This design comes from an exercise in tuning for small area on the open sky130 flow, not from production work. Function was checked by simulation only, so behaviour that the tests miss may differ from the original. Power figures rest on the tool's default switching activity, not on a simulated workload.

==> job 6857 <==
==> flow/design.v (excerpt) <==
module odrive_periph (
		input  wire        clk,
		input  wire        reset_n,
		input  wire [7:0]  addr,
		input  wire        wr,
		input  wire        rd,
		input  wire [31:0] wdata,
		output reg  [31:0] rdata,
		output wire [11:0] pwm_u,
		output wire [11:0] pwm_l,
		output wire [3:0]  pwm_irq,
		input  wire [1:0]  enc_a,
		input  wire [1:0]  enc_b,
		input  wire [1:0]  enc_z,
		input  wire [1:0]  adc_cmd_ready,
		output wire [1:0]  adc_cmd_valid,
		output wire [9:0]  adc_cmd_ch,
		output wire [1:0]  adc_cmd_sop,
		output wire [1:0]  adc_cmd_eop,
		input  wire [1:0]  adc_resp_valid,
		input  wire [23:0] adc_resp_data,
		input  wire [1:0]  adc_resp_sop,
		input  wire [1:0]  adc_resp_eop,
		output wire [1:0]  adc_irq
	);
make LEC_CHECK=0 CAP_MARGIN=20 CORE_MARGIN=2 CORE_UTILIZATION=40 SLEW_MARGIN=20 finish   # period 10.0 ns
run.sh (not shown) runs the stock make flow with config.mk's settings and CLKGATE_MAP_FILE= SYNTH_SCRIPT=/design/flow/synth_recipe.tcl, a recipe that flattens the netlist after the stock synthesis.
==> inputs of job 1401, as changes to job 6857 <==
--- a/flow/design.v
+++ b/flow/design.v
@@ -1,35 +1,49 @@
 `timescale 1 ps / 1 ps
 module Servo  (
-		input  wire        clk,            
-		input  wire        reset_n,        
-		input  wire [3:0]  MMS_addr,       
-		input  wire        MMS_write,      
-		input  wire [31:0] MMS_writedata,  
-		output reg  [0:2]  Udrive,       
-		output reg  [0:2]  Ldrive,       
-		output reg         irqout        
+		input  wire        clk,
+		input  wire        reset_n,
+		input  wire [3:0]  MMS_addr,
+		input  wire        MMS_write,
+		input  wire [31:0] MMS_writedata,
+		output reg  [0:2]  Udrive,
+		output reg  [0:2]  Ldrive,
+		output reg         irqout
 	);
-	reg [15:0] compvalhightoset[2:0];
-	reg [15:0] compvallowtoset[2:0];
+	wire [15:0] wd = MMS_writedata[15:0];
+	reg [15:0] stg_h0, stg_h1, stg_h2, stg_l0, stg_l1, stg_l2;
+	reg [15:0] act_h0, act_h1, act_h2, act_l0, act_l1, act_l2;
+	reg [2:0]  sv_h, sv_l;    
+	reg [2:0]  av_h, av_l;    
 	reg [15:0] maxctrvaltoset;
-	reg updateon0;
-	reg updateonmax;
-	reg trigon0;
-	reg trigonmax;
-	reg update;
-	reg updateAck;
-	integer i;
-	reg CPUDone;
-	reg En;
+	reg updateon0, updateonmax, trigon0, trigonmax;
+	reg update, updateAck, CPUDone, En;
+	reg [15:0] ctr;
+	reg countup;
+	reg chg;      
+	reg atmax;    
+	wire wr_h0 = MMS_write & (MMS_addr == 4'h1);
+	wire wr_h1 = MMS_write & (MMS_addr == 4'h3);
+	wire wr_h2 = MMS_write & (MMS_addr == 4'h5);
+	wire wr_l0 = MMS_write & (MMS_addr == 4'h0);
+	wire wr_l1 = MMS_write & (MMS_addr == 4'h2);
+	wire wr_l2 = MMS_write & (MMS_addr == 4'h4);
+	wire wr_max = MMS_write & (MMS_addr == 4'h8);
+	always @(posedge clk) begin
+		if (wr_h0) stg_h0 <= wd;
+		if (wr_h1) stg_h1 <= wd;
+		if (wr_h2) stg_h2 <= wd;
+		if (wr_l0) stg_l0 <= wd;
+		if (wr_l1) stg_l1 <= wd;
+		if (wr_l2) stg_l2 <= wd;
+	end
 	always @(posedge clk or negedge reset_n) begin : proc_MMSinterface
 		if(~reset_n) begin
-			for (i = 0; i < 3; i = i + 1) begin
-				compvalhightoset[i] <= 16'hFFFF;
-				compvallowtoset[i] <= 16'h0000;
-			end
+			sv_h <= 3'b000;
+			sv_l <= 3'b000;
 			maxctrvaltoset <= 16'hFFFF;
+			chg <= 1'b0;
 			updateon0 <= 1'b0;
 			updateonmax <= 1'b0;
 			trigon0 <= 1'b0;
 			trigonmax <= 1'b0;
 			update <= 1'b0;
@@ -45,119 +59,96 @@
 						En <= 1'b0;
 					end
 					CPUDone <= 1'b0;
 				end
 			end
+			sv_h <= sv_h | {wr_h2, wr_h1, wr_h0};
+			sv_l <= sv_l | {wr_l2, wr_l1, wr_l0};
+			chg <= wr_max & (wd != maxctrvaltoset);
+			if (wr_max) maxctrvaltoset <= wd;
 			if(MMS_write) begin
 				case (MMS_addr)
-					4'h0:
-						compvallowtoset[0] <= MMS_writedata[15:0];
-					4'h1:
-						compvalhightoset[0] <= MMS_writedata[15:0];
-					4'h2:
-						compvallowtoset[1] <= MMS_writedata[15:0];
-					4'h3:
-						compvalhightoset[1] <= MMS_writedata[15:0];
-					4'h4:
-						compvallowtoset[2] <= MMS_writedata[15:0];
-					4'h5:
-						compvalhightoset[2] <= MMS_writedata[15:0];
-					4'h8:
-						maxctrvaltoset <= MMS_writedata[15:0];
-					4'h9:
-						En <= MMS_writedata[0];
-					4'hA:
-						updateon0 <= MMS_writedata[0];
-					4'hB:
-						updateonmax <= MMS_writedata[0];
-					4'hC:
-						trigon0 <= MMS_writedata[0];
-					4'hD:
-						trigonmax <= MMS_writedata[0];
-					4'hF:
-						update <= MMS_writedata[0];
-					default :  ;
+					4'h9: En <= MMS_writedata[0];
+					4'hA: updateon0 <= MMS_writedata[0];
+					4'hB: updateonmax <= MMS_writedata[0];
+					4'hC: trigon0 <= MMS_writedata[0];
+					4'hD: trigonmax <= MMS_writedata[0];
+					4'hF: update <= MMS_writedata[0];
+					default : ;
 				endcase
 			end
 		end
 	end
-	reg [15:0] compvalhigh[2:0];
-	reg [15:0] compvallow[2:0];
-	reg [15:0] ctr;
-	reg [15:0] maxctrval;
-	reg countup;
+	function automatic gt16(input [15:0] a, input [15:0] b);
+		integer i;
+		reg g;
+		begin
+			g = 1'b0;
+			for (i = 0; i < 16; i = i + 1)
+				g = (a[i] & ~b[i]) | ((a[i] | ~b[i]) & g);
+			gt16 = g;
+		end
+	endfunction
+	wire at0 = (ctr == 16'h0000);
+	wire at_end = countup ? atmax : at0;
+	wire copy = at_end & update & ~updateAck & (countup ? updateonmax : updateon0);
+	wire irq_n = at_end & (countup ? trigonmax : trigon0);
+	reg [15:0] ctr_step;
+	reg tgl;
+	integer b;
+	always @(*) begin
+		tgl = 1'b1;
+		for (b = 0; b < 16; b = b + 1) begin
+			ctr_step[b] = ctr[b] ^ tgl;
+			tgl = tgl & ~(ctr[b] ^ countup);
+		end
+	end
+	wire [15:0] ctr_n = chg ? 16'h0000 : (at_end ? ctr : ctr_step);
+	wire countup_n = chg | (at_end ? ~countup : countup);
 	always @(posedge clk or negedge reset_n) begin : proc_modulator
 		if(~reset_n) begin
 			ctr <= 16'h0000;
 			countup <= 1'b1;
-			for (i = 0; i < 3; i = i + 1) begin
-				compvalhigh[i] <= 16'hFFFF;
-				compvallow[i] <= 16'h0000;
-			end
-			maxctrval <= 16'hFFFF;
+			atmax <= 1'b0;
+			av_h <= 3'b000;
+			av_l <= 3'b000;
 			updateAck <= 1'b0;
 			irqout <= 1'b0;
 		end else begin
-			irqout <= 1'b0;
-			if(!update) begin
-				updateAck <= 1'b0;
-			end
-			if(countup) begin
-				if(ctr == maxctrval) begin
-					countup <= 0;
-					if(update & !updateAck & updateonmax) begin
-						updateAck <= 1'b1;
-						for (i = 0; i < 3; i = i + 1) begin
-							compvalhigh[i] <= compvalhightoset[i];
-							compvallow[i] <= compvallowtoset[i];
-						end
-					end
-					if(trigonmax) begin
-						irqout <= 1'b1;
-					end
-				end else begin
-					ctr <= ctr + 1;
-				end
-			end else begin
-				if(ctr == 16'h0000) begin
-					countup <= 1;
-					if(update & !updateAck & updateon0) begin
-						updateAck <= 1'b1;
-						for (i = 0; i < 3; i = i + 1) begin
-							compvalhigh[i] <= compvalhightoset[i];
-							compvallow[i] <= compvallowtoset[i];
-						end
-					end
-					if(trigon0) begin
-						irqout <= 1'b1;
-					end
-				end else begin
-					ctr <= ctr - 1;
-				end
-			end
-			if(maxctrvaltoset != maxctrval) begin
-				maxctrval <= maxctrvaltoset;
-				ctr <= 16'h0000;
-				countup <= 1'b1;
+			ctr <= ctr_n;
+			countup <= countup_n;
+			atmax <= (ctr_n == maxctrvaltoset);
+			irqout <= irq_n;
+			if (copy) updateAck <= 1'b1;
+			else if (!update) updateAck <= 1'b0;
+			if (copy) begin
+				av_h <= sv_h;
+				av_l <= sv_l;
 			end
 		end
 	end
+	always @(posedge clk) begin
+		if (copy) begin
+			act_h0 <= stg_h0;
+			act_h1 <= stg_h1;
+			act_h2 <= stg_h2;
+			act_l0 <= stg_l0;
+			act_l1 <= stg_l1;
+			act_l2 <= stg_l2;
+		end
+	end
 	always @(posedge clk or negedge reset_n) begin : proc_compare
 		if(~reset_n) begin
-			Udrive[0] <= 1'b0;
-			Ldrive[0] <= 1'b0;
-			Udrive[1] <= 1'b0;
-			Ldrive[1] <= 1'b0;
-			Udrive[2] <= 1'b0;
-			Ldrive[2] <= 1'b0;
+			Udrive <= 3'b000;
+			Ldrive <= 3'b000;
 		end else begin
-			Udrive[0] <= (ctr > compvalhigh[0]) & En;
-			Ldrive[0] <= (ctr < compvallow[0] ) & En;
-			Udrive[1] <= (ctr > compvalhigh[1]) & En;
-			Ldrive[1] <= (ctr < compvallow[1] ) & En;
-			Udrive[2] <= (ctr > compvalhigh[2]) & En;
-			Ldrive[2] <= (ctr < compvallow[2] ) & En;
+			Udrive[0] <= gt16(ctr, act_h0) & av_h[0] & En;
+			Ldrive[0] <= gt16(act_l0, ctr) & av_l[0] & En;
+			Udrive[1] <= gt16(ctr, act_h1) & av_h[1] & En;
+			Ldrive[1] <= gt16(act_l1, ctr) & av_l[1] & En;
+			Udrive[2] <= gt16(ctr, act_h2) & av_h[2] & En;
+			Ldrive[2] <= gt16(act_l2, ctr) & av_l[2] & En;
 		end
 	end
 endmodule
 `timescale 1 ps / 1 ps
 module QEI #(
@@ -190,22 +181,28 @@
 	reg quadA_delayed, quadB_delayed;
 	always @(posedge clk) quadA_delayed <= quadA;
 	always @(posedge clk) quadB_delayed <= quadB;
 	wire count_enable = quadA ^ quadA_delayed ^ quadB ^ quadB_delayed;
 	wire count_direction = quadA ^ quadB_delayed;
+	wire up = count_direction ^ revDir;
+	reg [31:0] count_step;
+	reg tgl;
+	integer b;
+	always @(*) begin
+		tgl = count_enable;
+		for (b = 0; b < 32; b = b + 1) begin
+			count_step[b] = count[b] ^ tgl;
+			tgl = tgl & ~(count[b] ^ up);
+		end
+	end
 	always @(posedge clk or negedge reset_n) begin : proc_count
 		if(~reset_n) begin
 			count <= 32'h00000000;
 			clearOnZ <= 1'b0;
 			revDir <= 1'b0;
 		end else begin
-			if(count_enable) begin
-				if(count_direction ^ revDir)
-					count<=count+1;
-				else
-					count<=count-1;
-			end
+			count <= count_step;
 			if(clearOnZ & encZ) begin
 				count <= 32'h00000000;
 				clearOnZ <= 1'b0;
 			end
 			if(MMS_write) begin
==> flow/flow/run.sh (new file) <==
#!/bin/bash
set -e
bash standard.sh > standard.log 2>&1
==> flow/standard.sh (new file) <==
#!/bin/bash
# synth_recipe.tcl (not shown) runs the flow's synth.tcl, then flattens the netlist and writes it again
# the make line also repeats each setting of config.mk as NAME=value (left out here)
make -C /OpenROAD-flow-scripts/flow DESIGN_CONFIG=/design/flow/config.mk WORK_HOME=/design/flow/orfs CLKGATE_MAP_FILE= SYNTH_SCRIPT=/design/flow/synth_recipe.tcl "${@:-finish}"
removed: flow/run.sh
==> comparison <==
In job 6857 the utilization is lower than in job 1401, by 0.70 points.
Hold slack is about the same in job 6857 and job 1401.
Wire length: job 6857 is higher than job 1401 (about 30%).
Setup slack: job 6857 is better than job 1401 (44 ps).
Between job 1401 and job 6857, the lower synthesized area is in job 1401 (gap about 15%, measured against job 6857).
Against job 6857, the die area of job 1401 is smaller by about 15%.
==> figures <==
|  | job 1401 | job 6857 |
|---|---|---|
| Post-synth EDFFs | 1040 | 272 |
| Worst path buffer plus inverter count | 5 | 2 |
| Fraction of area in multi-input gates | 0.261 | 0.379 |
| Multi-input combinational cell count | 2589 | 4106 |
| Fraction of the yosys area taken by sequential cells | 0.677 | 0.530 |
| GR Layer Usage met2 | 0.321 | 0.357 |
| R2R depth | 6 | 8 |
| Total of flip-flops plus latches after synthesis | 1396 | 1404 |
| Power spent charging and discharging nets | 4.34 mW | 5.16 mW |
| Routed length on met3 | 7710 µm | 8830 µm |
| Most frequent standard cell in the layout excluding fill and tap cells | edfxtp_1 | nand2_1 |
| Status | timing/DRC/antenna clean | timing/DRC/antenna clean |
| Yosys warns | 6 | 10 |
| Die span in x | 389 µm | 422 µm |

separate check: timing with driven ports:
The flow's constraints put no driver on any port. The routed layouts listed below were extracted and timed again, unchanged, in two steps.
Step 1 (the two cells are an assumption about what drives the block):
set clk [get_ports {clk}]
set_driving_cell -lib_cell sky130_fd_sc_hd__clkbuf_16 $clk
set_driving_cell -lib_cell sky130_fd_sc_hd__buf_2 [delete_from_list [all_inputs] $clk]
Step 2, shift: input delay + t, output delay - t, t = (earliest + latest rising clock arrival at the registers) / 2. This alone moves slack from input paths to output paths.
Slacks: ideal / step 1 / step 2; pairs: ideal / step 1.
run	t, ns	setup slack, ns	clock arrival spread, ns	worst register clock-pin slew, ns	cell pins on the clock port's net
job 6857	0.876	2.210 / 2.183 / 2.183	0.043 / 0.044	0.07 / 0.07	1
job 1401	0.831	2.166 / 2.098 / 2.098	0.031 / 0.031	0.06 / 0.06	1
After both steps every run listed still meets setup and hold. For job 1401, which loses most, drivers alone change the setup slack by -0.068 ns; drivers and shift together by -0.068 ns.
